What follows belongs to an exercise in optimizing a design on an open flow for small area and few clock cycles; a production flow would make more cautious choices.
The RTL was checked by simulation tests, not by an equivalence proof against the original design.
Power and IR drop assume default switching activity.

--- flow/design.v ---
module FIFO2(CLK,
             RST_N,
             D_IN,
             ENQ,
             FULL_N,
             D_OUT,
             DEQ,
             EMPTY_N,
             CLR);
   parameter width = 1;
   parameter guarded = 1;
   input     CLK ;
   input     RST_N ;
   input [width - 1 : 0] D_IN;
   input                 ENQ;
   input                 DEQ;
   input                 CLR ;
   output                FULL_N;
   output                EMPTY_N;
   output [width - 1 : 0] D_OUT;
   reg                    full_reg;
   reg                    empty_reg;
   reg [width - 1 : 0]    data0_reg;
   reg [width - 1 : 0]    data1_reg;
   assign                 FULL_N = full_reg ;
   assign                 EMPTY_N = empty_reg ;
   assign                 D_OUT = data0_reg ;
   wire                   d0di = (ENQ && ! empty_reg ) || ( ENQ && DEQ && full_reg ) ;
   wire                   d0d1 = DEQ && ! full_reg ;
   wire                   d0h = ((! DEQ) && (! ENQ )) || (!DEQ && empty_reg ) || ( ! ENQ &&full_reg) ;
   wire                   d1di = ENQ & empty_reg ;
   always@(posedge CLK  )
     begin
        if (!RST_N)
          begin
             empty_reg <=  1'b0;
             full_reg  <=  1'b1;
          end  
        else
          begin
             if (CLR)
               begin
                  empty_reg <=  1'b0;
                  full_reg  <=  1'b1;
               end  
             else if ( ENQ && ! DEQ )  
               begin
                  empty_reg <=  1'b1;
                  full_reg <=  ! empty_reg ;
               end
             else if ( DEQ && ! ENQ )
               begin
                  full_reg  <=  1'b1;
                  empty_reg <=  ! full_reg;
               end  
          end  
     end  
   always@(posedge CLK   )
     begin
          begin
             data0_reg  <= 
                           {width{d0di}} & D_IN | {width{d0d1}} & data1_reg | {width{d0h}} & data0_reg ;
             data1_reg <= 
                          d1di ? D_IN : data1_reg ;
          end  
     end  
   always@(posedge CLK)
     begin: error_checks
        reg deqerror, enqerror ;
        deqerror =  0;
        enqerror = 0;
        if ( RST_N )
          begin
             if ( ! empty_reg && DEQ )
               begin
                  deqerror =  1;
                  $display( "Warning: FIFO2: %m -- Dequeuing from empty fifo" ) ;
               end
             if ( ! full_reg && ENQ && (!DEQ || guarded) )
               begin
                  enqerror = 1;
                  $display( "Warning: FIFO2: %m -- Enqueuing to a full fifo" ) ;
               end
          end
     end  
endmodule
module mkBluetreeMux2(CLK,
		      RST_N,
		      EN_client_request_get,
		      client_request_get,
		      RDY_client_request_get,
		      client_response_put,
		      EN_client_response_put,
		      RDY_client_response_put,
		      server0_request_put,
		      EN_server0_request_put,
		      RDY_server0_request_put,
		      EN_server0_response_get,
		      server0_response_get,
		      RDY_server0_response_get,
		      server1_request_put,
		      EN_server1_request_put,
		      RDY_server1_request_put,
		      EN_server1_response_get,
		      server1_response_get,
		      RDY_server1_response_get);
  input  CLK;
  input  RST_N;
  input  EN_client_request_get;
  output [197 : 0] client_request_get;
  output RDY_client_request_get;
  input  [174 : 0] client_response_put;
  input  EN_client_response_put;
  output RDY_client_response_put;
  input  [197 : 0] server0_request_put;
  input  EN_server0_request_put;
  output RDY_server0_request_put;
  input  EN_server0_response_get;
  output [174 : 0] server0_response_get;
  output RDY_server0_response_get;
  input  [197 : 0] server1_request_put;
  input  EN_server1_request_put;
  output RDY_server1_request_put;
  input  EN_server1_response_get;
  output [174 : 0] server1_response_get;
  output RDY_server1_response_get;
  wire [197 : 0] client_request_get;
  wire [174 : 0] server0_response_get, server1_response_get;
  wire RDY_client_request_get,
       RDY_client_response_put,
       RDY_server0_request_put,
       RDY_server0_response_get,
       RDY_server1_request_put,
       RDY_server1_response_get;
  wire down_valid_0_1__whas, down_valid_1_1__whas;
  reg [174 : 0] down;
  wire [174 : 0] down__D_IN;
  wire down__EN;
  reg down_valid_0;
  wire down_valid_0__D_IN, down_valid_0__EN;
  reg down_valid_1;
  wire down_valid_1__D_IN, down_valid_1__EN;
  reg [31 : 0] ticks;
  wire [31 : 0] ticks__D_IN;
  wire ticks__EN;
  wire [197 : 0] in0__D_IN, in0__D_OUT;
  wire in0__CLR, in0__DEQ, in0__EMPTY_N, in0__ENQ, in0__FULL_N;
  wire [197 : 0] in1__D_IN, in1__D_OUT;
  wire in1__CLR, in1__DEQ, in1__EMPTY_N, in1__ENQ, in1__FULL_N;
  wire [197 : 0] up__D_IN, up__D_OUT;
  wire up__CLR, up__DEQ, up__EMPTY_N, up__ENQ, up__FULL_N;
  wire CAN_FIRE_RL_relay_up_1, WILL_FIRE_RL_relay_up_0;
  wire [197 : 0] MUX_up__enq_1__VAL_1, MUX_up__enq_1__VAL_2;
  wire MUX_up__enq_1__SEL_2;
  wire [7 : 0] x__h1007, x__h1149, x__h1627, y_avValue_cpu_id__h1526;
  assign client_request_get = up__D_OUT ;
  assign RDY_client_request_get = up__EMPTY_N ;
  assign RDY_client_response_put = 1'd1 ;
  assign RDY_server0_request_put = in0__FULL_N ;
  assign server0_response_get = down ;
  assign RDY_server0_response_get = down_valid_0 ;
  assign RDY_server1_request_put = in1__FULL_N ;
  assign server1_response_get = down ;
  assign RDY_server1_response_get = down_valid_1 ;
  FIFO2 #(.width(32'd198), .guarded(32'd1)) in0(.RST_N(RST_N),
						.CLK(CLK),
						.D_IN(in0__D_IN),
						.ENQ(in0__ENQ),
						.DEQ(in0__DEQ),
						.CLR(in0__CLR),
						.D_OUT(in0__D_OUT),
						.FULL_N(in0__FULL_N),
						.EMPTY_N(in0__EMPTY_N));
  FIFO2 #(.width(32'd198), .guarded(32'd1)) in1(.RST_N(RST_N),
						.CLK(CLK),
						.D_IN(in1__D_IN),
						.ENQ(in1__ENQ),
						.DEQ(in1__DEQ),
						.CLR(in1__CLR),
						.D_OUT(in1__D_OUT),
						.FULL_N(in1__FULL_N),
						.EMPTY_N(in1__EMPTY_N));
  FIFO2 #(.width(32'd198), .guarded(32'd1)) up(.RST_N(RST_N),
					       .CLK(CLK),
					       .D_IN(up__D_IN),
					       .ENQ(up__ENQ),
					       .DEQ(up__DEQ),
					       .CLR(up__CLR),
					       .D_OUT(up__D_OUT),
					       .FULL_N(up__FULL_N),
					       .EMPTY_N(up__EMPTY_N));
  assign WILL_FIRE_RL_relay_up_0 = in0__EMPTY_N && up__FULL_N ;
  assign CAN_FIRE_RL_relay_up_1 = up__FULL_N && in1__EMPTY_N ;
  assign MUX_up__enq_1__SEL_2 =
	     CAN_FIRE_RL_relay_up_1 && !WILL_FIRE_RL_relay_up_0 ;
  assign MUX_up__enq_1__VAL_1 =
	     { in0__D_OUT[197:16], x__h1007, in0__D_OUT[7:0] } ;
  assign MUX_up__enq_1__VAL_2 =
	     { in1__D_OUT[197:16], x__h1149, in1__D_OUT[7:0] } ;
  assign down_valid_0_1__whas =
	     EN_client_response_put &&
	     (client_response_put[7:0] == 8'd255 || !client_response_put[0]) ;
  assign down_valid_1_1__whas =
	     EN_client_response_put && client_response_put[0] ;
  assign down__D_IN = { client_response_put[174:8], x__h1627 } ;
  assign down__EN = EN_client_response_put ;
  assign down_valid_0__D_IN = down_valid_0_1__whas ;
  assign down_valid_0__EN = 1'd1 ;
  assign down_valid_1__D_IN = down_valid_1_1__whas ;
  assign down_valid_1__EN = 1'd1 ;
  assign ticks__D_IN = ticks + 32'd1 ;
  assign ticks__EN = 1'd1 ;
  assign in0__D_IN = server0_request_put ;
  assign in0__ENQ = EN_server0_request_put ;
  assign in0__DEQ = WILL_FIRE_RL_relay_up_0 ;
  assign in0__CLR = 1'b0 ;
  assign in1__D_IN = server1_request_put ;
  assign in1__ENQ = EN_server1_request_put ;
  assign in1__DEQ = MUX_up__enq_1__SEL_2 ;
  assign in1__CLR = 1'b0 ;
  assign up__D_IN =
	     WILL_FIRE_RL_relay_up_0 ?
	       MUX_up__enq_1__VAL_1 :
	       MUX_up__enq_1__VAL_2 ;
  assign up__ENQ =
	     WILL_FIRE_RL_relay_up_0 ||
	     CAN_FIRE_RL_relay_up_1 && !WILL_FIRE_RL_relay_up_0 ;
  assign up__DEQ = EN_client_request_get ;
  assign up__CLR = 1'b0 ;
  assign x__h1007 =
	     (in0__D_OUT[15:8] == 8'd255) ?
	       in0__D_OUT[15:8] :
	       { in0__D_OUT[14:8], 1'd0 } ;
  assign x__h1149 =
	     (in1__D_OUT[15:8] == 8'd255) ?
	       in1__D_OUT[15:8] :
	       { in1__D_OUT[14:8], 1'd1 } ;
  assign x__h1627 =
	     (client_response_put[7:0] == 8'd255) ?
	       client_response_put[7:0] :
	       y_avValue_cpu_id__h1526 ;
  assign y_avValue_cpu_id__h1526 = { 1'd0, client_response_put[7:1] } ;
  always@(posedge CLK)
  begin
    if (!RST_N)
      begin
        down <=  175'd0;
	down_valid_0 <=  1'd0;
	down_valid_1 <=  1'd0;
	ticks <=  32'd0;
      end
    else
      begin
        if (down__EN) down <=  down__D_IN;
	if (down_valid_0__EN)
	  down_valid_0 <=  down_valid_0__D_IN;
	if (down_valid_1__EN)
	  down_valid_1 <=  down_valid_1__D_IN;
	if (ticks__EN) ticks <=  ticks__D_IN;
      end
  end
endmodule   
module bluetree4(
  input          CLK,
  input          RST_N,
  input  [197:0] p0_req,
  input          p0_req_en,
  output         p0_req_rdy,
  output [174:0] p0_resp,
  output         p0_resp_valid,
  input  [197:0] p1_req,
  input          p1_req_en,
  output         p1_req_rdy,
  output [174:0] p1_resp,
  output         p1_resp_valid,
  input  [197:0] p2_req,
  input          p2_req_en,
  output         p2_req_rdy,
  output [174:0] p2_resp,
  output         p2_resp_valid,
  input  [197:0] p3_req,
  input          p3_req_en,
  output         p3_req_rdy,
  output [174:0] p3_resp,
  output         p3_resp_valid,
  output [197:0] mem_req,
  output         mem_req_valid,
  input          mem_req_deq,
  input  [174:0] mem_resp,
  input          mem_resp_en
);
  wire [197:0] l_up, r_up;
  wire         l_up_rdy, r_up_rdy;
  wire         root_s0_rdy, root_s1_rdy;
  wire [174:0] root_s0_resp, root_s1_resp;
  wire         root_s0_valid, root_s1_valid;
  wire         l_resp_rdy, r_resp_rdy, root_resp_rdy;
  wire         l_s0_rdy, l_s1_rdy, r_s0_rdy, r_s1_rdy;
  wire l_move = l_up_rdy && root_s0_rdy;
  wire r_move = r_up_rdy && root_s1_rdy;
  mkBluetreeMux2 root(
    .CLK(CLK), .RST_N(RST_N),
    .EN_client_request_get(mem_req_deq),
    .client_request_get(mem_req),
    .RDY_client_request_get(mem_req_valid),
    .client_response_put(mem_resp),
    .EN_client_response_put(mem_resp_en),
    .RDY_client_response_put(root_resp_rdy),
    .server0_request_put(l_up),
    .EN_server0_request_put(l_move),
    .RDY_server0_request_put(root_s0_rdy),
    .EN_server0_response_get(root_s0_valid),
    .server0_response_get(root_s0_resp),
    .RDY_server0_response_get(root_s0_valid),
    .server1_request_put(r_up),
    .EN_server1_request_put(r_move),
    .RDY_server1_request_put(root_s1_rdy),
    .EN_server1_response_get(root_s1_valid),
    .server1_response_get(root_s1_resp),
    .RDY_server1_response_get(root_s1_valid));
  mkBluetreeMux2 left(
    .CLK(CLK), .RST_N(RST_N),
    .EN_client_request_get(l_move),
    .client_request_get(l_up),
    .RDY_client_request_get(l_up_rdy),
    .client_response_put(root_s0_resp),
    .EN_client_response_put(root_s0_valid),
    .RDY_client_response_put(l_resp_rdy),
    .server0_request_put(p0_req),
    .EN_server0_request_put(p0_req_en),
    .RDY_server0_request_put(p0_req_rdy),
    .EN_server0_response_get(p0_resp_valid),
    .server0_response_get(p0_resp),
    .RDY_server0_response_get(p0_resp_valid),
    .server1_request_put(p1_req),
    .EN_server1_request_put(p1_req_en),
    .RDY_server1_request_put(p1_req_rdy),
    .EN_server1_response_get(p1_resp_valid),
    .server1_response_get(p1_resp),
    .RDY_server1_response_get(p1_resp_valid));
  mkBluetreeMux2 right(
    .CLK(CLK), .RST_N(RST_N),
    .EN_client_request_get(r_move),
    .client_request_get(r_up),
    .RDY_client_request_get(r_up_rdy),
    .client_response_put(root_s1_resp),
    .EN_client_response_put(root_s1_valid),
    .RDY_client_response_put(r_resp_rdy),
    .server0_request_put(p2_req),
    .EN_server0_request_put(p2_req_en),
    .RDY_server0_request_put(p2_req_rdy),
    .EN_server0_response_get(p2_resp_valid),
    .server0_response_get(p2_resp),
    .RDY_server0_response_get(p2_resp_valid),
    .server1_request_put(p3_req),
    .EN_server1_request_put(p3_req_en),
    .RDY_server1_request_put(p3_req_rdy),
    .EN_server1_response_get(p3_resp_valid),
    .server1_response_get(p3_resp),
    .RDY_server1_response_get(p3_resp_valid));
endmodule
--- flow/run.sh ---
#!/bin/bash
# synth_recipe.tcl (not shown) runs the flow's synth.tcl, then flattens the netlist and writes it again
# the make line also repeats each setting of config.mk as NAME=value (left out here)
make -C /OpenROAD-flow-scripts/flow DESIGN_CONFIG=/design/flow/config.mk WORK_HOME=/design/flow/orfs CLKGATE_MAP_FILE= SYNTH_SCRIPT=/design/flow/synth_recipe.tcl finish
--- flow/config.mk ---
export PLATFORM = sky130hd
export DESIGN_NAME = bluetree4
export DESIGN_NICKNAME = bluetree4
export VERILOG_FILES = /design/flow/design.v
export SDC_FILE = /design/flow/constraint.sdc
export NUM_CORES = 4
export LEC_CHECK = 0
export CAP_MARGIN = 20
export CORE_AREA = 10 10 630 630
export DIE_AREA = 0 0 640 640
export SLEW_MARGIN = 20
--- flow/constraint.sdc ---
create_clock -name core_clock -period 5.0 [get_ports {CLK}]
set_input_delay 1.0000 -clock core_clock [delete_from_list [all_inputs] [get_ports {CLK}]]
set_output_delay 1.0000 -clock core_clock [all_outputs]
set_load 0.01 [all_outputs]
==> impl_metrics.py, run 1 <==
metrics = {
    "global_routing": {
        "grt_max_degree": 238,
        "grt_pass1_wl_um": 839000,
        "antenna_found_initial": 165,
        "gr-total-overflow": 0,
        "grt_usage_pct": 28.8,
        "grt_pass1_vias": 98400,
    },
    "clock_tree": {
        "cts-resized-gates": 0,
        "cts_root_buf": "clkbuf_16",
        "cts_tree": "built",
        "cts-buffers-inserted": 435,
        "cts_setup_buffers": 0,
        "clk_latency_ps": 980,
        "htree_levels": 5,
        "clock_path_buffers": 4,
        "clkSinkCount": 4103,
        "cts-hold-fix-buffers": 0,
        "clkSlewWorstSetupHoldPaths_ps": 70,
    },
    "setup_path": {
        "startpoint_type": "register",
        "path_class": "register to primary output",
        "rr_worst_depth": 6,
        "critPathCaptureType": "primary output",
        "slowest_stage": "clkdlybuf4s50_1",
        "crit_family": "buffers and inverters",
        "cp.arrival_ps": 2770,
        "critPathMaxStageDelay_ps": 1160,
        "worst-path-stages": 1,
        "critical_path_required_ps": 4000,
        "path_buf_inv": 1,
        "path_max_fanout": 3,
        "crit_chain": "clkdlybuf4s50_1",
    },
    "placed_design": {
        "dpl_cell_area_um2": 173000,
        "port_buffers": 1878,
        "hpwl_um": 436000,
        "gp_congestion": 0.953,
    },
    "sta": {
        "rsz0062_at_grt": "false",
        "relSlewSlack_pct": 8.79,
        "tightest_slew_ps": 1370,
        "setup_tns_ps": 0,
        "fmax_ghz": 0.265,
        "hold_viol": 0,
        "timing.final.max_slew_violations": 0,
        "setup_viol": 0,
        "clock_skew_ps": 61.4,
        "period_needed_ps": 3770,
        "period_share_pct": 75.4,
    },
    "pwr": {
        "ir_drop_v": 0.000432,
        "p_sw_mw": 33.8,
        "p_sw_share_pct": 30.8,
        "combPwrFrac_pct": 25.1,
        "p_clk_share_pct": 29.7,
        "p_int_mw": 75.8,
        "seqPwrFrac_pct": 45.3,
        "powerDensity_nw_per_um2": 583,
        "power.static_leakage_nw": 66.9,
    },
    "yosys": {
        "synth_nets": 11700,
        "synth.distinct_cells": 40,
        "synth_top_area_share_pct": 35.1,
        "syn_inst": 10700,
        "synth_area_leader_cell": "edfxtp_1",
        "synth_warnings": 2,
        "syn_avg_cell_area_um2": 14.3,
        "netlist_area_um2": 152000,
        "synth-seq-area-share_pct": 65.7,
        "ys_ff_latch": 4103,
        "yosys-top-cells-area": "edfxtp_1, dfxtp_1, a221o_1",
    },
    "drt": {
        "drt-vias-per-instance": 5.71,
        "num_vias": 99800,
        "wl_per_cell_um": 35.5,
        "ant_nets": 0,
        "drc": 0,
        "drt_wl_total_um": 621000,
        "drt_iter0_drc": 9543,
        "drt_first_pass_iters": 6,
    },
    "status": {
        "outcome": "timing/DRC/antenna clean",
    },
    "finish": {
        "layout_common_cells": "dfxtp_1, clkdlybuf4s50_1, a221o_1, edfxtp_1, and2_1",
        "multi_input_area_um2": 46000,
        "drive_above_1_share_pct": 11.0,
        "layout.nets": 13000,
        "design_area_um2": 188000,
        "seq_area_um2": 99900,
        "fillers": 32600,
        "final_common_cell": "dfxtp_1",
        "area_growth_pct": 23.7,
    },
    "floorplan": {
        "dieArea_um2": 410000,
        "fp.dieH_um": 640,
        "die_w_um": 640,
        "rows": 227,
        "core_area_um2": 383000,
        "start_util_pct": 39.7,
        "pin_count": 1882,
    },
    "flow_run": {
        "maxCapViolations": 0,
    },
    "hold_path": {
        "hold_path_class": "register to register",
        "hold_path_depth": 0,
    },
}
[stage by stage]
step           hold slack [ps]  setup WS, ps  util, %  total power, mW  instances
6_report                   438          1230     49.2              110      17500
5_1_grt                    460          1170     49.1              113      17500
4_1_cts                    441          1190     49.1              110      17400
3_5_place_dp               444          1410     45.3             77.6      16600
3_3_place_gp               439          1420     45.3             76.7      16600
2_1_floorplan              431           950        -             64.5      10700
[final timing paths]
check	end	slack (ps)	startpoint
worst max register to register	right.in0.data0_reg[107]	1500	right.in0.empty_reg
worst min register to register	root.in1.data1_reg[72]	440	right.up.data0_reg[72]
worst max-delay path	p3_resp[39]	1230	right.down[39]
worst min-delay path	root.in1.data1_reg[72]	440	right.up.data0_reg[72]
[routing by layer]
metal	up-vias	part of all wire [%]	global-route usage, %
li1	43100	-	-
met1	51200	37	33.0
met2	4305	46	45.6
met4	48	8.8	21.5
met5	-	0.046	0
met3	1150	8.6	8.43
[area by class of cell]
cell class | count | area share [%]
Clock inverter | 173 | 1.03
Multi-Input combinational cell | 5343 | 24.4
Sequential cell | 4103 | 53.1
Timing Repair Buffer | 2042 | 11.2
Antenna cell | 103 | 0.137
Inverter | 33 | 0.0739
Clock buffer | 642 | 6.61
Tap cell | 5038 | 3.35
[synth_stat cells (all sizes together)]
| cell type | n |
|---|---|
| dfxtp | 2326 |
| a221o | 1780 |
| edfxtp | 1777 |
| and2 | 1391 |
| buf | 637 |
| mux2 | 591 |
| clkbuf | 539 |
| nor2b | 530 |
| mux2i | 524 |
| o21a | 402 |
| inv | 33 |
| o21ai | 29 |
| ha | 21 |
| nand2 | 15 |
| nand4 | 10 |
| a31oi | 9 |
| nand3 | 6 |
| nand3b | 6 |
| and3 | 5 |
| nor3b | 5 |
| nor2 | 4 |
| and3b | 3 |
| nor3 | 3 |
| nor4bb | 3 |
| a22o | 2 |
| o22ai | 2 |
| a211o | 1 |
| a21boi | 1 |
[logic make-up after synthesis]
group	Yosys count	share of synthesized area [%]
fa+ha+maj	21	0.173
simple gates	1981	8.16
buf+inv	1209	4.25
mux	1115	7.83
flops	4103	65.7
compound gates	2226	13.9
[power by group through the flow]
stage	sequential (mW)	clock, mW	combinational (mW)
after floorplan	48.4	0	16.1
after global placement	49.8	0	26.9
after detailed placement	50.1	0	27.5
after CTS	49.5	33.0	27.7
after global routing	50.3	34.2	28.9
final	49.6	32.5	27.5
Testbench counts, summed over its fixed seeds: cycles 6,120.
==> run 2: changes to the inputs <==
==> flow/design.v (replaced) <==
module bluetree4(
  input          CLK,
  input          RST_N,
  input  [197:0] p0_req,
  input          p0_req_en,
  output         p0_req_rdy,
  output [174:0] p0_resp,
  output         p0_resp_valid,
  input  [197:0] p1_req,
  input          p1_req_en,
  output         p1_req_rdy,
  output [174:0] p1_resp,
  output         p1_resp_valid,
  input  [197:0] p2_req,
  input          p2_req_en,
  output         p2_req_rdy,
  output [174:0] p2_resp,
  output         p2_resp_valid,
  input  [197:0] p3_req,
  input          p3_req_en,
  output         p3_req_rdy,
  output [174:0] p3_resp,
  output         p3_resp_valid,
  output [197:0] mem_req,
  output         mem_req_valid,
  input          mem_req_deq,
  input  [174:0] mem_resp,
  input          mem_resp_en
);
  reg [197:0] slot0, slot1, slot2, slot3;
  reg [3:0]   full;       
  reg [3:0]   sel;        
  reg         out_v;      
  reg [3:0]   last;       
  wire [3:0] en = {p3_req_en, p2_req_en, p1_req_en, p0_req_en};
  always @(posedge CLK) begin
    if (!full[0]) slot0 <= p0_req;
    if (!full[1]) slot1 <= p1_req;
    if (!full[2]) slot2 <= p2_req;
    if (!full[3]) slot3 <= p3_req;
  end
  wire       taken  = out_v & mem_req_deq;
  wire [3:0] full_n = (full & ~(sel & {4{taken}})) | en;
  wire       hold   = out_v & ~mem_req_deq;
  wire [7:0] dbl  = {full_n, full_n};
  reg  [3:0] pick;
  always @(*) begin
    pick = 4'b0000;
    case (1'b1)
      last[0]: pick = dbl[1] ? 4'b0010 : dbl[2] ? 4'b0100 : dbl[3] ? 4'b1000 : dbl[4] ? 4'b0001 : 4'b0000;
      last[1]: pick = dbl[2] ? 4'b0100 : dbl[3] ? 4'b1000 : dbl[4] ? 4'b0001 : dbl[5] ? 4'b0010 : 4'b0000;
      last[2]: pick = dbl[3] ? 4'b1000 : dbl[4] ? 4'b0001 : dbl[5] ? 4'b0010 : dbl[6] ? 4'b0100 : 4'b0000;
      default: pick = dbl[4] ? 4'b0001 : dbl[5] ? 4'b0010 : dbl[6] ? 4'b0100 : dbl[7] ? 4'b1000 : 4'b0000;
    endcase
  end
  always @(posedge CLK) begin
    if (!RST_N) begin
      full  <= 4'b0000;
      out_v <= 1'b0;
      sel   <= 4'b0000;
      last  <= 4'b0001;
    end else begin
      full <= full_n;
      if (!hold) begin
        sel   <= pick;
        out_v <= |full_n;
        if (|full_n) last <= pick;
      end
    end
  end
  assign p0_req_rdy = ~full[0];
  assign p1_req_rdy = ~full[1];
  assign p2_req_rdy = ~full[2];
  assign p3_req_rdy = ~full[3];
  wire [197:0] m = ({198{sel[0]}} & slot0) | ({198{sel[1]}} & slot1) |
                   ({198{sel[2]}} & slot2) | ({198{sel[3]}} & slot3);
  wire       pb0 = sel[1] | sel[3];
  wire       pb1 = sel[2] | sel[3];
  wire [7:0] id  = m[15:8];
  wire       bc  = (&id[6:0]) & (id[7] | pb0);
  assign mem_req       = {m[197:16], bc ? 8'hFF : {id[5:0], pb0, pb1}, m[7:0]};
  assign mem_req_valid = out_v;
  reg [174:0] rsp;
  reg [3:0]   rv;
  wire [7:0] rid  = mem_resp[7:0];
  wire       rbc  = &rid;
  wire [1:0] rdst = {rid[0], rid[1]};    
  always @(posedge CLK) begin
    rsp <= {mem_resp[174:8], rbc ? 8'hFF : {2'b00, rid[7:2]}};
    if (!RST_N) rv <= 4'b0000;
    else if (!mem_resp_en) rv <= 4'b0000;
    else if (rbc) rv <= 4'b1111;
    else rv <= 4'b0001 << rdst;
  end
  assign p0_resp = rsp;
  assign p1_resp = rsp;
  assign p2_resp = rsp;
  assign p3_resp = rsp;
  assign {p3_resp_valid, p2_resp_valid, p1_resp_valid, p0_resp_valid} = rv;
endmodule
==> run 2 against run 1 <==
  * Sequential power is about 80% lower
  * Clock power shrank 71%
  * Still clean
  * Clock-buffer cell count fell by 488
  * Combinational power shrank 88%
  * Critical path depth rose by 3
  * Power shrank 79%
  * Worst hold slack improved by 79 ps
  * Highest routed layer unchanged
  * Largest cell class unchanged
  * Via count fell by 72%
  * Synthesized area fell by 76%
==> impl_metrics.py, run 2 <==
metrics = {
    "clock_tree": {
        "clk_latency_ps": 920,
        "cts-resized-gates": 0,
        "cts_tree": "built",
        "cts-hold-fix-buffers": 0,
        "clock_path_buffers": 4,
        "htree_levels": 3,
        "clkSinkCount": 980,
        "cts_setup_buffers": 0,
        "clkSlewWorstSetupHoldPaths_ps": 60,
        "cts-buffers-inserted": 123,
        "cts_root_buf": "clkbuf_16",
    },
    "finish": {
        "design_area_um2": 61800,
        "layout.nets": 4688,
        "drive_above_1_share_pct": 7.11,
        "layout_common_cells": "clkdlybuf4s50_1, edfxtp_1, a22oi_1, nand2_1, dfxtp_1",
        "area_growth_pct": 71.5,
        "fillers": 41900,
        "final_common_cell": "clkdlybuf4s50_1",
        "reg_top3": "slot0 (198), slot2 (198)",
    },
    "sta": {
        "rsz0062_at_grt": "false",
        "setup_tns_ps": 0,
        "hold_viol": 0,
        "period_share_pct": 93.4,
        "period_needed_ps": 4670,
        "relSlewSlack_pct": 14.6,
        "setup_viol": 0,
        "timing.final.max_slew_violations": 0,
        "clock_skew_ps": 124,
        "fmax_ghz": 0.214,
        "tightest_slew_ps": 1280,
    },
    "drt": {
        "drc": 0,
        "wl_per_cell_um": 32.7,
        "drt_iter0_drc": 3241,
        "drt_wl_total_um": 292000,
        "drt_first_pass_iters": 5,
        "num_vias": 27800,
        "drt-vias-per-instance": 3.12,
        "ant_nets": 0,
    },
    "floorplan": {
        "fp.dieH_um": 640,
        "core_area_um2": 383000,
        "pin_count": 1882,
        "die_w_um": 640,
        "start_util_pct": 9.41,
        "dieArea_um2": 410000,
        "rows": 227,
    },
    "placed_design": {
        "dpl_cell_area_um2": 57500,
        "gp_congestion": 0.926,
        "hpwl_um": 247000,
        "port_buffers": 1879,
    },
    "global_routing": {
        "grt_pass1_vias": 27500,
        "grt_pass1_wl_um": 349000,
        "antenna_found_initial": 168,
        "gr-total-overflow": 0,
        "grt_usage_pct": 13.3,
        "grt_max_degree": 97,
    },
    "pwr": {
        "p_sw_mw": 6.10,
        "p_clk_share_pct": 41.1,
        "powerDensity_nw_per_um2": 367,
        "ir_drop_v": 0.000330,
        "p_sw_share_pct": 26.9,
        "seqPwrFrac_pct": 44.6,
        "combPwrFrac_pct": 14.3,
        "power.static_leakage_nw": 21.0,
        "p_int_mw": 16.6,
    },
    "setup_path": {
        "path_class": "register to primary output",
        "path_max_fanout": 28,
        "startpoint_type": "register",
        "cp.arrival_ps": 3670,
        "critical_path_required_ps": 4000,
        "critPathCaptureType": "primary output",
    },
    "yosys": {
        "synth_top_area_share_pct": 65.9,
        "syn_inst": 2273,
        "synth_warnings": 1,
        "ys_ff_latch": 980,
        "synthSimpleGateAreaFrac_pct": 2.76,
        "synth_nets": 3248,
        "synth_edf_count": 790,
        "yosys-top-cells-area": "edfxtp_1, buf_4, dfxtp_1",
        "yosys-top-cells-count": "edfxtp_1, buf_4, a22oi_1",
        "syn_avg_cell_area_um2": 15.8,
        "synthAdderAreaFrac_pct": 0,
        "synth_mux_area_share_pct": 0,
        "netlist_area_um2": 36000,
        "synth_area_leader_cell": "edfxtp_1",
        "synth-async-reset-ratio_pct": 0,
        "synth-seq-area-share_pct": 76.5,
        "synth_flop_cell": "edfxtp_1",
        "synth_compound_area_share_pct": 8.71,
        "synth_xor_area_share_pct": 0,
        "synth.distinct_cells": 35,
        "synth_top_family_by_area": "buffers and inverters",
        "yosysMostFrequentCell": "edfxtp_1",
    },
    "status": {
        "outcome": "timing/DRC/antenna clean",
    },
    "hold_path": {
        "hold_path_class": "register to register",
    },
    "flow_run": {
        "maxCapViolations": 0,
    },
}
[run 2: changes by cell type after synthesis, sizes merged, moves of 25 or more]
cell	change
dfxtp	-2136
a221o	-1780
and2	-1390
edfxtp	-987
mux2	-591
nor2b	-528
mux2i	-524
clkbuf	-461
o21a	-402
a22oi	+394
nand2	+194
buf	-93
o21ai	-26
inv	-25
[run 2: final cells by class]
type                    instances  area [um2]  area share (%)
inverters                       8        45.0          0.0729
repair buffers               1937       19400            31.5
diodes                         78         195           0.316
clock inverters                68         772            1.25
well taps                    5038        6300            10.2
multi-input cells             663        4140            6.70
flip-flops and latches        980       27500            44.6
clock buffers                 154        3340            5.40
[run 2: stage by stage]
step                      std cells  hold WS, ps  util, %  setup slack, ps  total power, mW
after floorplan                2273          462        -             1180             10.9
after global placement         8625          481     15.0             1230             13.6
after detailed placement       8626          509     15.0             1220             13.6
after CTS                      8848          439     16.1              151             23.0
after global routing           8907          492     16.1              202             23.4
final                          8926          517     16.1              332             22.7
[run 2: critical path: stages, from the launching register on]
cell,delay [ps]
dfxtp_4,560
buf_12,300
a22oi_1,1040
nand2_1,140
clkdlybuf4s50_1,640
[run 2: power groups by stage]
stage | Combinational (mW) | Clock [mW] | Sequential, mW
final | 3.25 | 9.31 | 10.1
after global routing | 3.41 | 9.85 | 10.1
after CTS | 3.32 | 9.60 | 10.1
after detailed placement | 3.31 | 0 | 10.3
after global placement | 3.30 | 0 | 10.3
after floorplan | 1.04 | 0 | 9.87
[run 2: logic make-up after synthesis]
kind of cell    after synthesis
flops                       980
compound gates              418
buf+inv                     630
simple gates                245
[run 2: worst paths after layout]
kind / start / to / slack (ps) / cells after the start
setup / recovery: sel[2] / mem_req[27] / 330 / 4
hold / removal: last[2] / last[2] / 520 / 2
setup reg to reg: full[3] / slot3[58] / 2500 / 3
hold reg to reg: last[2] / last[2] / 520 / 2
[run 2: metal layers]
layer  part of all wire (%)  global-route usage (%)
met1                     34                    14.0
met2                     50                    23.3
met3                     11                    5.29
met4                    5.5                    6.29
met5                   0.16                       0
Testbench counts of run 2, summed over its fixed seeds: cycles 5,489.
==> run 3: changes to the inputs <==
--- a/flow/design.v
+++ b/flow/design.v
@@ -32,5 +32,4 @@
   reg [3:0]   sel;        
   reg         out_v;      
-  reg [3:0]   last;       
   wire [3:0] en = {p3_req_en, p2_req_en, p1_req_en, p0_req_en};
   always @(posedge CLK) begin
@@ -43,15 +42,24 @@
   wire [3:0] full_n = (full & ~(sel & {4{taken}})) | en;
   wire       hold   = out_v & ~mem_req_deq;
-  wire [7:0] dbl  = {full_n, full_n};
+  reg [2:0] d0, d1, d2, d3;
+  wire [2:0] dd [0:3];
+  assign dd[0] = d0; assign dd[1] = d1; assign dd[2] = d2; assign dd[3] = d3;
   reg  [3:0] pick;
+  integer i, j;
   always @(*) begin
-    pick = 4'b0000;
-    case (1'b1)
-      last[0]: pick = dbl[1] ? 4'b0010 : dbl[2] ? 4'b0100 : dbl[3] ? 4'b1000 : dbl[4] ? 4'b0001 : 4'b0000;
-      last[1]: pick = dbl[2] ? 4'b0100 : dbl[3] ? 4'b1000 : dbl[4] ? 4'b0001 : dbl[5] ? 4'b0010 : 4'b0000;
-      last[2]: pick = dbl[3] ? 4'b1000 : dbl[4] ? 4'b0001 : dbl[5] ? 4'b0010 : dbl[6] ? 4'b0100 : 4'b0000;
-      default: pick = dbl[4] ? 4'b0001 : dbl[5] ? 4'b0010 : dbl[6] ? 4'b0100 : dbl[7] ? 4'b1000 : 4'b0000;
-    endcase
+    for (i = 0; i < 4; i = i + 1) begin
+      pick[i] = full_n[i];
+      for (j = 0; j < 4; j = j + 1)
+        if (j < i && full_n[j] && !(dd[i] <  dd[j])) pick[i] = 1'b0;
+        else if (j > i && full_n[j] && !(dd[i] <= dd[j])) pick[i] = 1'b0;
+    end
   end
+  wire [3:0] served = sel & {4{taken}};
+  wire       at_max = |(served & {d3 == 3'd7, d2 == 3'd7, d1 == 3'd7, d0 == 3'd7});
+  wire [2:0] u0 = served[0] ? (at_max ? d0 : d0 + 3'd1) : (at_max && d0 != 3'd0) ? d0 - 3'd1 : d0;
+  wire [2:0] u1 = served[1] ? (at_max ? d1 : d1 + 3'd1) : (at_max && d1 != 3'd0) ? d1 - 3'd1 : d1;
+  wire [2:0] u2 = served[2] ? (at_max ? d2 : d2 + 3'd1) : (at_max && d2 != 3'd0) ? d2 - 3'd1 : d2;
+  wire [2:0] u3 = served[3] ? (at_max ? d3 : d3 + 3'd1) : (at_max && d3 != 3'd0) ? d3 - 3'd1 : d3;
+  wire       all_nz = (u0 != 3'd0) && (u1 != 3'd0) && (u2 != 3'd0) && (u3 != 3'd0);
   always @(posedge CLK) begin
     if (!RST_N) begin
@@ -59,5 +67,5 @@
       out_v <= 1'b0;
       sel   <= 4'b0000;
-      last  <= 4'b0001;
+      d0 <= 3'd0; d1 <= 3'd0; d2 <= 3'd0; d3 <= 3'd0;
     end else begin
       full <= full_n;
@@ -65,6 +73,9 @@
         sel   <= pick;
         out_v <= |full_n;
-        if (|full_n) last <= pick;
       end
+      d0 <= all_nz ? u0 - 3'd1 : u0;
+      d1 <= all_nz ? u1 - 3'd1 : u1;
+      d2 <= all_nz ? u2 - 3'd1 : u2;
+      d3 <= all_nz ? u3 - 3'd1 : u3;
     end
   end
==> flow/flow/run.sh (new file) <==
#!/bin/bash
# The standard layout, with the port buffers that global placement inserts
# made the smallest buffer (buf_1) instead of the one buffer_ports picks.
set -euo pipefail
export BUFFER_PORTS_ARGS="-buffer_cell sky130_fd_sc_hd__buf_1"
bash standard.sh finish > standard_flow.log 2>&1
==> flow/standard.sh (new file) <==
#!/bin/bash
# synth_recipe.tcl (not shown) runs the flow's synth.tcl, then flattens the netlist and writes it again
# the make line also repeats each setting of config.mk as NAME=value (left out here)
make -C /OpenROAD-flow-scripts/flow DESIGN_CONFIG=/design/flow/config.mk WORK_HOME=/design/flow/orfs CLKGATE_MAP_FILE= SYNTH_SCRIPT=/design/flow/synth_recipe.tcl "${@:-finish}"
--- a/flow/config.mk
+++ b/flow/config.mk
@@ -7,5 +7,7 @@
 export LEC_CHECK = 0
 export CAP_MARGIN = 20
-export CORE_AREA = 10 10 630 630
-export DIE_AREA = 0 0 640 640
+export CORE_AREA = 10 10 530 530
+export CTS_CLUSTER_DIAMETER = 100
+export CTS_CLUSTER_SIZE = 20
+export DIE_AREA = 0 0 540 540
 export SLEW_MARGIN = 20
removed: flow/run.sh
==> run 3 against run 2 <==
  * Sequential share of layout area rose by 13 points
  * Die area fell by 29%
  * First-iteration DRC count rose by 25%
  * Routed wire length rose by 9.5%
  * Largest power group unchanged
  * Sequential cell count rose by 9
  * Critical endpoint is now mem_req[164]
  * Non-clock buffer count rose by 6
  * Via count rose by 6.4%
  * Maximum frequency rose by 9.4%
  * Design area fell by 21%
==> impl_metrics.py, run 3 <==
metrics = {
    "yosys": {
        "ys_ff_latch": 989,
        "synth.distinct_cells": 57,
        "yosys-top-cells-area": "edfxtp_1, dfxtp_1, buf_4",
        "synth_edf_count": 790,
        "synth_area_leader_cell": "edfxtp_1",
        "syn_inst": 2479,
        "synth-seq-area-share_pct": 73.4,
        "synth_nets": 3496,
        "synth_flop_cell": "edfxtp_1",
        "synth-async-reset-ratio_pct": 0,
        "synth_top_area_share_pct": 62.8,
        "netlist_area_um2": 37800,
        "syn_avg_cell_area_um2": 15.2,
        "yosysMostFrequentCell": "edfxtp_1",
        "yosys-top-cells-count": "edfxtp_1, buf_4, a22oi_1",
        "synth_warnings": 1,
    },
    "finish": {
        "layout.nets": 4885,
        "reg_top3": "slot0 (198), slot2 (198)",
        "final_common_cell": "buf_1",
        "seq_area_um2": 27700,
        "drive_above_1_share_pct": 5.82,
        "multi_input_area_um2": 5570,
        "fillers": 29700,
        "layout_common_cells": "buf_1, edfxtp_1, a22oi_1, nand2_1, dfxtp_1",
        "fin_util_pct": 18.0,
        "area_growth_pct": 28.4,
    },
    "clock_tree": {
        "cts-resized-gates": 0,
        "htree_levels": 3,
        "cts-hold-fix-buffers": 0,
        "cts_root_buf": "clkbuf_16",
        "clkSlewWorstSetupHoldPaths_ps": 100,
        "clock_path_buffers": 3,
        "cts-buffers-inserted": 77,
        "cts_setup_buffers": 0,
        "clkSinkCount": 989,
        "cts_tree": "built",
        "clk_latency_ps": 750,
    },
    "setup_path": {
        "critPathMaxStageDelay_ps": 630,
        "path_max_fanout": 41,
        "cp_common_cell": "buf_4",
        "crit_chain": "buf_4 -> buf_4 -> a22oi_1 -> nand2_1 -> buf_1",
        "cp.arrival_ps": 3270,
        "slowest_stage": "dfxtp_4",
        "path_class": "register to primary output",
        "critical_path_required_ps": 4000,
        "startpoint_type": "register",
        "critPathCaptureType": "primary output",
    },
    "sta": {
        "period_needed_ps": 4270,
        "relSlewSlack_pct": 2.16,
        "timing.final.max_slew_violations": 0,
        "period_share_pct": 85.3,
        "clock_skew_ps": 38.2,
        "setup_viol": 0,
        "tightest_slew_ps": 1470,
        "fmax_ghz": 0.234,
        "hold_viol": 0,
        "setup_tns_ps": 0,
        "fin_ws_ps": 733,
        "whs_ps": 335,
        "rsz0062_at_grt": "false",
    },
    "drt": {
        "wl_per_cell_um": 42.3,
        "drt-vias-per-instance": 3.91,
        "drc": 0,
        "ant_nets": 0,
        "drt_wl_total_um": 320000,
        "drt_first_pass_iters": 7,
        "drt_iter0_drc": 4065,
        "num_vias": 29600,
    },
    "floorplan": {
        "start_util_pct": 14.1,
        "core_area_um2": 269000,
        "die_w_um": 540,
        "fp.dieH_um": 540,
        "dieArea_um2": 292000,
        "rows": 190,
        "pin_count": 1882,
    },
    "global_routing": {
        "grt_max_degree": 116,
        "antenna_found_initial": 163,
        "grt_pass1_wl_um": 379000,
        "gr-total-overflow": 0,
        "grt_usage_pct": 20.7,
        "grt_pass1_vias": 28500,
    },
    "pwr": {
        "design_power_total_mw": 19.3,
        "ir_drop_v": 0.000344,
        "powerDensity_nw_per_um2": 399,
        "power.static_leakage_nw": 16.0,
    },
    "flow_run": {
        "maxCapViolations": 0,
    },
    "placed_design": {
        "hpwl_um": 275000,
        "pre_cts_slack_ps": 1320,
        "port_buffers": 1879,
        "gp_congestion": 1.13,
    },
    "status": {
        "outcome": "timing/DRC/antenna clean",
    },
    "hold_path": {
        "hold_path_class": "primary input to register",
    },
}
-- run 3: layout make-up --
type / count / share of cell area [%]
Clock inverter: 35 / 1.24
Inverter: 24 / 0.217
Clock buffer: 92 / 4.15
Sequential cell: 989 / 57.2
Multi-Input combinational cell: 833 / 11.5
Timing Repair Buffer: 1943 / 16.0
Antenna cell: 103 / 0.532
Tap cell: 3552 / 9.17
-- run 3: cell families after synthesis --
logic type | Yosys count | synth area share [%]
buf+inv | 657 | 11.9
fa+ha+maj | 42 | 1.39
compound gates | 474 | 9.37
xor+xnor | 8 | 0.331
mux | 5 | 0.205
simple gates | 304 | 3.45
flops | 989 | 73.4
-- run 3: worst paths after layout --
check                    start      endpoint  depth (start not counted)  slack, ps
hold reg to reg        full[1]       full[1]                          2        670
setup / recovery        sel[0]  mem_req[164]                          5        730
hold / removal    mem_resp[25]       rsp[25]                          1        340
setup reg to reg         d0[0]         d1[2]                         10       1350
-- run 3: through the flow --
step                      area, um2  cells
after floorplan               37800   2479
after global placement        45600   7340
after detailed placement      45600   7340
after CTS                     48200   7467
after global routing          48400   7541
final                         48500   7571
-- run 3: routing by layer --
metal  vias to the layer above  part of all wire (%)  track usage, %
li1                      11600                     -               -
met1                     14700                    35            22.2
met2                      2601                    44            32.2
met3                       579                    13            11.3
met4                        76                   6.7            11.3
met5                         -                  0.57            3.25
-- run 3: where the power goes --
| group | internal (mW) | switching, mW | total (mW) |
|---|---|---|---|
| clock network | 3.15 | 3.68 | 6.83 |
| logic | 0.586 | 1.82 | 2.41 |
| registers | 9.53 | 0.581 | 10.1 |
-- run 3: worst max-delay path: cells and delay by family (launching register included) --
kind | cells | cell delay, ps
AND/OR/NAND/NOR | 1 | 140
AO/OA/AOI/OAI | 1 | 310
buffers and inverters | 3 | 1330
flip-flops | 1 | 630
Testbench counts of run 3, summed over its fixed seeds: cycles 5,279.
==> run 4: changes to the inputs <==
--- a/flow/config.mk
+++ b/flow/config.mk
@@ -8,6 +8,6 @@
 export CAP_MARGIN = 20
 export CORE_AREA = 10 10 530 530
-export CTS_CLUSTER_DIAMETER = 100
-export CTS_CLUSTER_SIZE = 20
+export CTS_CLUSTER_DIAMETER = 70
+export CTS_CLUSTER_SIZE = 26
 export DIE_AREA = 0 0 540 540
 export SLEW_MARGIN = 20
==> run 4 against run 3 <==
  * Still clean
  * Non-clock buffer count is the same
  * Clock-buffer cell count increased by 11
  * Combinational power is essentially flat
  * Via count increased by 1.4%
  * Maximum frequency shrank 2.5%
  * Highest routed layer unchanged
==> impl_metrics.py, run 4 <==
metrics = {
    "finish": {
        "seq_area_um2": 27700,
        "fillers": 29600,
        "area_growth_pct": 31.5,
        "reg_top3": "slot0 (198), slot2 (198)",
        "fin_cells": 7620,
        "drive_above_1_share_pct": 7.21,
        "fin_util_pct": 18.5,
        "layout_common_cells": "buf_1, edfxtp_1, a22oi_1, nand2_1, dfxtp_1",
        "layout.nets": 4906,
        "final_common_cell": "buf_1",
        "multi_input_area_um2": 5570,
    },
    "sta": {
        "whs_ps": 249,
        "period_share_pct": 87.5,
        "clock_skew_ps": 73.7,
        "period_needed_ps": 4380,
        "rsz0062_at_grt": "false",
        "timing.final.max_slew_violations": 0,
        "tightest_slew_ps": 1470,
        "setup_viol": 0,
        "fmax_ghz": 0.229,
        "relSlewSlack_pct": 2.50,
        "setup_tns_ps": 0,
        "hold_viol": 0,
    },
    "global_routing": {
        "gr-total-overflow": 0,
        "grt_pass1_vias": 28500,
        "antenna_found_initial": 168,
        "grt_max_degree": 116,
        "grt_usage_pct": 20.7,
        "grt_pass1_wl_um": 380000,
    },
    "yosys": {
        "synth-async-reset-ratio_pct": 0,
        "synth_flop_cell": "edfxtp_1",
        "yosys-top-cells-count": "edfxtp_1, buf_4, a22oi_1",
        "syn_avg_cell_area_um2": 15.2,
        "synth-seq-area-share_pct": 73.4,
        "yosys-top-cells-area": "edfxtp_1, dfxtp_1, buf_4",
        "ys_ff_latch": 989,
        "synth_edf_count": 790,
        "synth_top_area_share_pct": 62.8,
        "yosysMostFrequentCell": "edfxtp_1",
        "synth_warnings": 1,
        "synth_nets": 3496,
        "netlist_area_um2": 37800,
        "syn_inst": 2479,
        "synth.distinct_cells": 57,
        "synth_area_leader_cell": "edfxtp_1",
    },
    "floorplan": {
        "core_area_um2": 269000,
        "pin_count": 1882,
        "rows": 190,
        "start_util_pct": 14.1,
        "fp.dieH_um": 540,
        "dieArea_um2": 292000,
        "die_w_um": 540,
    },
    "setup_path": {
        "critPathCaptureType": "primary output",
        "critical_path_required_ps": 4000,
        "path_max_fanout": 41,
        "startpoint_type": "register",
        "cp.arrival_ps": 3380,
        "path_class": "register to primary output",
    },
    "clock_tree": {
        "cts_root_buf": "clkbuf_16",
        "cts-buffers-inserted": 98,
        "clkSlewWorstSetupHoldPaths_ps": 80,
        "clk_latency_ps": 890,
        "clkSinkCount": 989,
        "clock_path_buffers": 4,
        "cts-resized-gates": 0,
        "cts_tree": "built",
        "htree_levels": 3,
        "cts_setup_buffers": 0,
        "cts-hold-fix-buffers": 0,
    },
    "drt": {
        "drc": 0,
        "ant_nets": 0,
        "wl_per_cell_um": 42.1,
        "drt-vias-per-instance": 3.94,
        "drt_iter0_drc": 4235,
        "drt_wl_total_um": 321000,
        "num_vias": 30000,
        "drt_first_pass_iters": 9,
    },
    "pwr": {
        "p_clk_share_pct": 41.1,
        "p_int_mw": 14.7,
        "ir_drop_v": 0.000362,
        "seqPwrFrac_pct": 47.5,
        "p_sw_share_pct": 30.9,
        "p_sw_mw": 6.58,
        "combPwrFrac_pct": 11.3,
        "powerDensity_nw_per_um2": 429,
        "power.static_leakage_nw": 16.5,
    },
    "flow_run": {
        "maxCapViolations": 0,
    },
    "placed_design": {
        "port_buffers": 1879,
        "dp.cells": 7340,
        "gp_congestion": 1.13,
        "hpwl_um": 275000,
    },
    "hold_path": {
        "hold_path_class": "primary input to register",
    },
    "status": {
        "outcome": "timing/DRC/antenna clean",
    },
}
-- run 4: cell counts after synthesis --
Identical to the previous run, type by type.
-- run 4: power by group through the flow --
stage	combinational [mW]	sequential, mW	clock [mW]
floorplan	1.04	9.94	0
global placement	2.37	10.3	0
detailed placement	2.37	10.3	0
CTS	2.38	10.1	8.98
global route	2.48	10.1	9.22
finish	2.41	10.1	8.75
-- run 4: per-stage QoR --
| step | total power [mW] | instance area (um2) | worst slack [ps] |
|---|---|---|---|
| after floorplan | 11.0 | 37800 | 1220 |
| after global placement | 12.6 | 45600 | 1300 |
| after detailed placement | 12.7 | 45600 | 1320 |
| after CTS | 21.5 | 49400 | 555 |
| after global routing | 21.8 | 49600 | 523 |
| final | 21.3 | 49600 | 624 |
-- run 4: path summary, 6_finish.rpt --
| path | from | to | slack, ps | depth (start not counted) |
|---|---|---|---|---|
| worst max-delay path | sel[0] | mem_req[164] | 620 | 5 |
| worst min-delay path | mem_resp[63] | rsp[63] | 250 | 1 |
| worst max register to register | d0[0] | d1[2] | 1340 | 10 |
| worst min register to register | full[1] | full[1] | 670 | 2 |
-- run 4: area by class of cell --
class	instances	share of cell area, %
flip-flops and latches	989	55.8
repair buffers	1943	15.6
multi-input cells	833	11.2
well taps	3552	8.95
clock buffers	103	5.02
clock inverters	75	2.63
diodes	101	0.509
inverters	24	0.212
-- run 4: metal layers --
layer  share of wire, %  up-vias  track usage (%)
met1                 35    15000             22.2
met3                 13      576             11.3
met2                 45     2647             32.1
li1                   -    11700                -
met4                6.4       68             11.6
met5               0.43        -             2.27
-- run 4: cells by family (layout without fill, tap and decap cells) --
group / after synthesis / count (layout) / share of synthesized area (%)
fa+ha+maj: 42 / 42 / 1.39
buf+inv: 657 / 2145 / 11.9
xor+xnor: 8 / 8 / 0.331
simple gates: 304 / 304 / 3.45
compound gates: 474 / 474 / 9.37
mux: 5 / 5 / 0.205
flops: 989 / 989 / 73.4
other cells: 0 / 101 / 0
-- run 4: critical path, cell delays in order, from the launching register on --
cell and delay, ps:
dfxtp_4 640, buf_4 560, buf_4 600, a22oi_1 300
nand2_1 150, buf_1 180
==> run 5: changes to the inputs <==
--- a/flow/config.mk
+++ b/flow/config.mk
@@ -7,7 +7,5 @@
 export LEC_CHECK = 0
 export CAP_MARGIN = 20
-export CORE_AREA = 10 10 530 530
-export CTS_CLUSTER_DIAMETER = 70
-export CTS_CLUSTER_SIZE = 26
-export DIE_AREA = 0 0 540 540
+export CORE_AREA = 10 10 630 630
+export DIE_AREA = 0 0 640 640
 export SLEW_MARGIN = 20
==> run 5 against run 4 <==
  * Worst hold slack got worse by 24 ps
  * Critical path depth unchanged
  * Non-clock buffer count shrank 2
  * Combinational power down 12%
  * Largest power group unchanged
==> impl_metrics.py, run 5 <==
metrics = {
    "status": {
        "outcome": "timing/DRC/antenna clean",
    },
    "pwr": {
        "powerDensity_nw_per_um2": 412,
        "ir_drop_v": 0.000421,
        "power.static_leakage_nw": 16.6,
    },
    "global_routing": {
        "grt_max_degree": 109,
        "antenna_found_initial": 278,
        "grt_pass1_wl_um": 377000,
        "grt_usage_pct": 14.8,
        "grt_pass1_vias": 27700,
        "gr-total-overflow": 0,
    },
    "finish": {
        "final_common_cell": "buf_1",
        "fin_util_pct": 13.5,
        "layout_common_cells": "buf_1, edfxtp_1, a22oi_1, nand2_1, dfxtp_1",
        "design_area_um2": 51600,
        "reg_top3": "slot0 (198), slot2 (198)",
        "area_growth_pct": 36.7,
        "drive_above_1_share_pct": 7.38,
        "layout.nets": 4928,
        "fin_cells": 9156,
    },
    "yosys": {
        "syn_avg_cell_area_um2": 15.2,
        "synth-seq-area-share_pct": 73.4,
        "synth_nets": 3496,
        "synth_flop_cell": "edfxtp_1",
        "synth.distinct_cells": 57,
        "yosysMostFrequentCell": "edfxtp_1",
        "synth_area_leader_cell": "edfxtp_1",
        "synth_edf_count": 790,
        "synth_top_area_share_pct": 62.8,
        "ys_ff_latch": 989,
        "synth_warnings": 1,
        "netlist_area_um2": 37800,
        "syn_inst": 2479,
        "yosys-top-cells-area": "edfxtp_1, dfxtp_1, buf_4",
        "synth-async-reset-ratio_pct": 0,
        "yosys-top-cells-count": "edfxtp_1, buf_4, a22oi_1",
    },
    "setup_path": {
        "critPathCaptureType": "primary output",
        "path_max_fanout": 64,
        "path_class": "register to primary output",
        "cp.arrival_ps": 3570,
        "critical_path_required_ps": 4000,
        "startpoint_type": "register",
    },
    "drt": {
        "wl_per_cell_um": 35.3,
        "drt-vias-per-instance": 3.21,
        "drc": 0,
        "ant_nets": 0,
        "drt_first_pass_iters": 6,
        "num_vias": 29400,
        "drt_iter0_drc": 3335,
        "drt_wl_total_um": 324000,
    },
    "floorplan": {
        "rows": 227,
        "pin_count": 1882,
        "start_util_pct": 9.87,
        "core_area_um2": 383000,
        "die_w_um": 640,
        "fp.dieH_um": 640,
        "dieArea_um2": 410000,
    },
    "clock_tree": {
        "clkSlewWorstSetupHoldPaths_ps": 60,
        "clock_path_buffers": 4,
        "cts-hold-fix-buffers": 0,
        "cts_tree": "built",
        "cts_root_buf": "clkbuf_16",
        "htree_levels": 3,
        "cts-buffers-inserted": 122,
        "clk_latency_ps": 940,
        "clkSinkCount": 989,
    },
    "sta": {
        "setup_tns_ps": 0,
        "fin_ws_ps": 434,
        "timing.final.max_slew_violations": 0,
        "period_share_pct": 91.3,
        "period_needed_ps": 4570,
        "clock_skew_ps": 121,
        "rsz0062_at_grt": "false",
        "fmax_ghz": 0.219,
        "setup_viol": 0,
        "tightest_slew_ps": 1300,
        "hold_viol": 0,
        "relSlewSlack_pct": 13.5,
    },
    "placed_design": {
        "pre_cts_slack_ps": 935,
        "hpwl_um": 279000,
        "port_buffers": 1879,
        "dp.cells": 8824,
        "gp_congestion": 0.957,
        "dpl_cell_area_um2": 47400,
    },
    "hold_path": {
        "hold_path_class": "primary input to register",
    },
    "flow_run": {
        "maxCapViolations": 0,
    },
}
[run 5: cell count changes in the layout (fill, tap and decap cells not counted), moves of 4 or more]
cell / delta
buf_4: -6
inv_12: -11
clkinv_16: -7
diode_2: +6
clkinvlp_4: +8
clkinv_2: +14
inv_16: -8
buf_12: -4
clkbuf_16: +24
clkinv_8: -5
buf_1: +7
clkinv_1: +14
clkbuf_1: +17
[run 5: critical path: stages (launching register included)]
cell	delay (ps)
dfxtp_4	600
buf_12	300
buf_4	620
a22oi_1	460
nand2_1	160
buf_1	360
[run 5: cells by family after synthesis]
family / after synthesis / share of synthesized area (%)
fa+ha+maj: 42 / 1.39
simple gates: 304 / 3.45
compound gates: 474 / 9.37
xor+xnor: 8 / 0.331
buf+inv: 657 / 11.9
flops: 989 / 73.4
mux: 5 / 0.205
[run 5: what timing repair did]
item,in CTS,in global routing
gates resized for setup,0,0
setup buffers,1,0
setup endpoints to repair,1,0
[run 5: power breakdown]
| part | total [mW] | leakage (nW) | internal (mW) | switching, mW |
|---|---|---|---|---|
| sequential | 10.1 | 9.62 | 9.54 | 0.578 |
| combinational | 2.11 | 5.03 | 0.578 | 1.53 |
| clock | 9.06 | 1.92 | 5.09 | 3.98 |
| total | 21.3 | 16.6 | 15.2 | 6.08 |
[run 5: path summary, 6_finish.rpt]
check                                   end  cells after the start          start  slack, ps
worst max register to register        d1[1]                     10         sel[2]       1370
worst max-delay path            mem_req[82]                      5         sel[0]        430
worst min-delay path               rsp[164]                      1  mem_resp[164]        220
worst min register to register      full[1]                      2        full[1]        650
[run 5: stage by stage]
stage	hold WS, ps	total power [mW]
6_report	225	21.3
5_1_grt	153	22.0
4_1_cts	122	21.7
3_5_place_dp	637	12.5
3_3_place_gp	624	12.4
2_1_floorplan	566	11.0
[run 5: cell type report]
cell class                      instances  area, um2
Timing Repair Buffer                 1941       7650
Tap cell                             5038       6300
Clock inverter                         78        796
Fill cell                           43100     331000
Sequential cell                       989      27700
Inverter                               24        105
Multi-Input combinational cell        833       5570
Antenna cell                          107        268
Clock buffer                          146       3180
[run 5: routing by layer]
metal	part of all wire, %	up-vias	track usage (%)
met3	14	706	7.94
met4	5.3	164	6.15
li1	-	11800	-
met1	32	14200	14.6
met5	0.36	-	0.162
met2	49	2519	25.7
==> run 6: changes to the inputs <==
--- a/flow/config.mk
+++ b/flow/config.mk
@@ -8,4 +8,5 @@
 export CAP_MARGIN = 20
 export CORE_AREA = 10 10 630 630
+export CTS_BUF_LIST = sky130_fd_sc_hd__clkbuf_4 sky130_fd_sc_hd__clkbuf_8
 export DIE_AREA = 0 0 640 640
 export SLEW_MARGIN = 20
==> run 6 against run 5 <==
  * Critical path type unchanged
  * Via count is 5.4% higher
  * Largest cell class unchanged
  * Critical path depth unchanged
  * Clock skew is 6.2 ps lower
  * Combinational power increased by 9.5%
  * Synthesized area unchanged
  * Critical endpoint is now mem_req[142]
  * Highest routed layer unchanged
  * Clock-buffer cell count up 94
==> impl_metrics.py, run 6 <==
metrics = {
    "global_routing": {
        "grt_pass1_wl_um": 384000,
        "gr-total-overflow": 0,
        "grt_max_degree": 109,
        "grt_pass1_vias": 29500,
        "antenna_found_initial": 283,
        "grt_usage_pct": 14.9,
    },
    "drt": {
        "drt_first_pass_iters": 6,
        "drt-vias-per-instance": 3.26,
        "drt_wl_total_um": 327000,
        "wl_met3_um": 43100,
        "wl_met2_um": 159000,
        "drt_iter0_drc": 3636,
        "wl_met1_um": 105000,
        "wl_per_cell_um": 34.4,
        "num_vias": 30900,
        "top_layer": "met5",
        "ant_nets": 0,
        "drc": 0,
    },
    "yosys": {
        "synth_top_area_share_pct": 62.8,
        "yosys-top-cells-area": "edfxtp_1, dfxtp_1, buf_4",
        "synth_mux_area_share_pct": 0.205,
        "synth-seq-area-share_pct": 73.4,
        "netlist_area_um2": 37800,
        "synth_nets": 3496,
        "synth_top_family_by_area": "buffers and inverters",
        "ys_ff_latch": 989,
        "synth.distinct_cells": 57,
        "syn_inst": 2479,
        "synth-async-reset-ratio_pct": 0,
        "synth_xor_area_share_pct": 0.331,
        "yosys-top-cells-count": "edfxtp_1, buf_4, a22oi_1",
        "yosysMostFrequentCell": "edfxtp_1",
        "synth_warnings": 1,
        "syn_avg_cell_area_um2": 15.2,
        "synthAdderAreaFrac_pct": 1.39,
        "synth_compound_area_share_pct": 9.37,
        "synthSimpleGateAreaFrac_pct": 3.45,
        "synth_area_leader_cell": "edfxtp_1",
        "synth_edf_count": 790,
        "synth_flop_cell": "edfxtp_1",
    },
    "floorplan": {
        "core_area_um2": 383000,
        "rows": 227,
        "die_w_um": 640,
        "dieArea_um2": 410000,
        "fp.dieH_um": 640,
        "pin_count": 1882,
        "start_util_pct": 9.87,
    },
    "clock_tree": {
        "clock_path_buffers": 4,
        "clkSlewWorstSetupHoldPaths_ps": 70,
        "cts_root_buf": "clkbuf_8",
        "cts-buffers-inserted": 186,
        "cts_tree": "built",
        "clk_latency_ps": 1040,
        "clkSinkCount": 989,
        "htree_levels": 4,
    },
    "setup_path": {
        "path_class": "register to primary output",
        "slowest_stage": "dfxtp_4",
        "cp_common_cell": "buf_4",
        "crit_family": "buffers and inverters",
        "startpoint_type": "register",
        "critPathCaptureType": "primary output",
        "path_buf_inv": 3,
        "cp.arrival_ps": 3560,
        "critical_path_required_ps": 4000,
        "path_max_fanout": 51,
        "crit_chain": "buf_4 -> buf_4 -> a22oi_1 -> nand2_1 -> buf_1",
        "critPathMaxStageDelay_ps": 680,
    },
    "finish": {
        "fin_cells": 9484,
        "drive_above_1_share_pct": 9.40,
        "layout_common_cells": "buf_1, edfxtp_1, a22oi_1, dlygate4sd3_1, nand2_1",
        "reg_top3": "slot0 (198), slot2 (198)",
        "seq_area_um2": 27700,
        "multi_input_area_um2": 5570,
        "final_common_cell": "buf_1",
        "layout.nets": 5233,
        "area_growth_pct": 42.8,
        "design_area_um2": 53900,
        "fillers": 42800,
    },
    "placed_design": {
        "gp_congestion": 0.957,
        "dp.cells": 8824,
        "port_buffers": 1879,
        "hpwl_um": 279000,
        "dpl_cell_area_um2": 47400,
        "pre_cts_slack_ps": 935,
    },
    "sta": {
        "relSlewSlack_pct": 11.6,
        "tightest_slew_ps": 1330,
        "clock_skew_ps": 115,
        "setup_tns_ps": 0,
        "hold_viol": 0,
        "period_needed_ps": 4560,
        "rsz0062_at_grt": "false",
        "fmax_ghz": 0.219,
        "fin_ws_ps": 435,
        "setup_viol": 0,
        "period_share_pct": 91.3,
        "timing.final.max_slew_violations": 0,
    },
    "flow_run": {
        "maxCapViolations": 0,
    },
    "status": {
        "outcome": "timing/DRC/antenna clean",
    },
    "pwr": {
        "powerDensity_nw_per_um2": 393,
        "ir_drop_v": 0.000275,
        "power.static_leakage_nw": 17.7,
    },
    "hold_path": {
        "hold_path_class": "primary input to register",
    },
}
run 6: cell counts after synthesis:
Identical to the previous run, type by type.
run 6: area by class of cell:
class,count,share of cell area [%]
Antenna cell,86,0.399
Clock buffer,240,5.58
Clock inverter,92,1.74
Inverter,24,0.195
Multi-Input combinational cell,833,10.3
Sequential cell,989,51.4
Tap cell,5038,11.7
Timing Repair Buffer,2182,18.7
run 6: per-layer routing:
metal / GRT usage, % / vias to the layer above
li1: - / 12400
met1: 14.9 / 14900
met2: 26.0 / 2674
met3: 7.58 / 776
met4: 6.55 / 170
met5: 0.162 / -
run 6: worst paths after layout:
| kind | from | end | slack (ps) | cells after the start |
|---|---|---|---|---|
| max | sel[1] | mem_req[142] | 440 | 5 |
| min | mem_resp[111] | rsp[111] | 160 | 1 |
| max reg2reg | sel[2] | d1[1] | 1310 | 10 |
| min reg2reg | full[1] | full[1] | 640 | 2 |
run 6: stage by stage:
stage               utilization [%]  hold slack (ps)  power [mW]
floorplan                         -              566        11.0
global placement               12.4              624        12.4
detailed placement             12.4              637        12.5
CTS                            14.0           0.0919        21.6
global route                   14.1             59.9        22.0
finish                         14.1              158        21.2
run 6: kinds of logic after synthesis:
logic type / after synthesis
flip-flops: 989
multiplexers: 5
AO/OA/AOI/OAI: 474
buffers and inverters: 657
XOR/XNOR: 8
AND/OR/NAND/NOR: 304
adder cells (fa/ha/maj): 42
run 6: power by group:
part	leakage [nW]	internal [mW]	switching, mW	total [mW]
Clock	2.07	4.84	3.93	8.77
Sequential	9.62	9.55	0.583	10.1
Combinational	6.03	0.701	1.60	2.31
run 6: what timing repair did:
action                                 CTS  global route
setup endpoints to repair                2             0
hold buffers                           241             0
gates resized for setup                  0             0
setup buffers                            1             0
endpoints found under the hold margin  241             0
run 6: worst reg2reg max path, stage by stage, from the launching register on:
cell	delay [ps]
dfxtp_4	660
buf_4	400
a22oi_4	160
nand2_1	380
nor3_1	110
a311oi_1	330
nand2_1	100
ha_1	210
ha_1	210
or4_1	720
a41o_1	310

separate check: timing with driven ports:
No port has a modelled driver above. Below, the same layouts with a new extraction and two added sets of constraints.
Step 1 (the two cells are an assumption about what drives the block):
set clk [get_ports {CLK}]
set_driving_cell -lib_cell sky130_fd_sc_hd__clkbuf_16 $clk
set_driving_cell -lib_cell sky130_fd_sc_hd__buf_2 [delete_from_list [all_inputs] $clk]
Step 2 moves the port delays by t, midway between the first and last clock arrival at a register: inputs arrive t later, outputs are due t later. That takes back most of the time a late clock gives input paths.
Three values: no drivers, after step 1, after step 2; two values: the first two.
run	shift t [ns]	setup slack, ns	hold slack, ns	latest minus earliest clock arrival (ns)	pins driven straight from the clock port
run 1	1.049	1.232 / 1.125 / 1.183	0.438 / 0.438 / 0.438	0.082 / 0.082	1
run 2	0.944	0.332 / 0.246 / 1.191	0.517 / 0.510 / 0.517	0.133 / 0.133	1
run 3	0.829	0.733 / 0.630 / 1.259	0.335 / 0.279 / 0.665	0.063 / 0.063	1
run 4	0.915	0.624 / 0.524 / 1.276	0.249 / 0.196 / 0.668	0.141 / 0.141	1
run 5	0.950	0.434 / 0.349 / 1.127	0.225 / 0.171 / 0.646	0.146 / 0.146	1
run 6	1.040	0.435 / 0.351 / 1.113	0.158 / 0.106 / 0.640	0.162 / 0.162	1
After both steps every run listed still meets setup and hold. The setup slack of run 1, which loses most, moves by -0.107 ns with the drivers and by -0.049 ns with both steps.
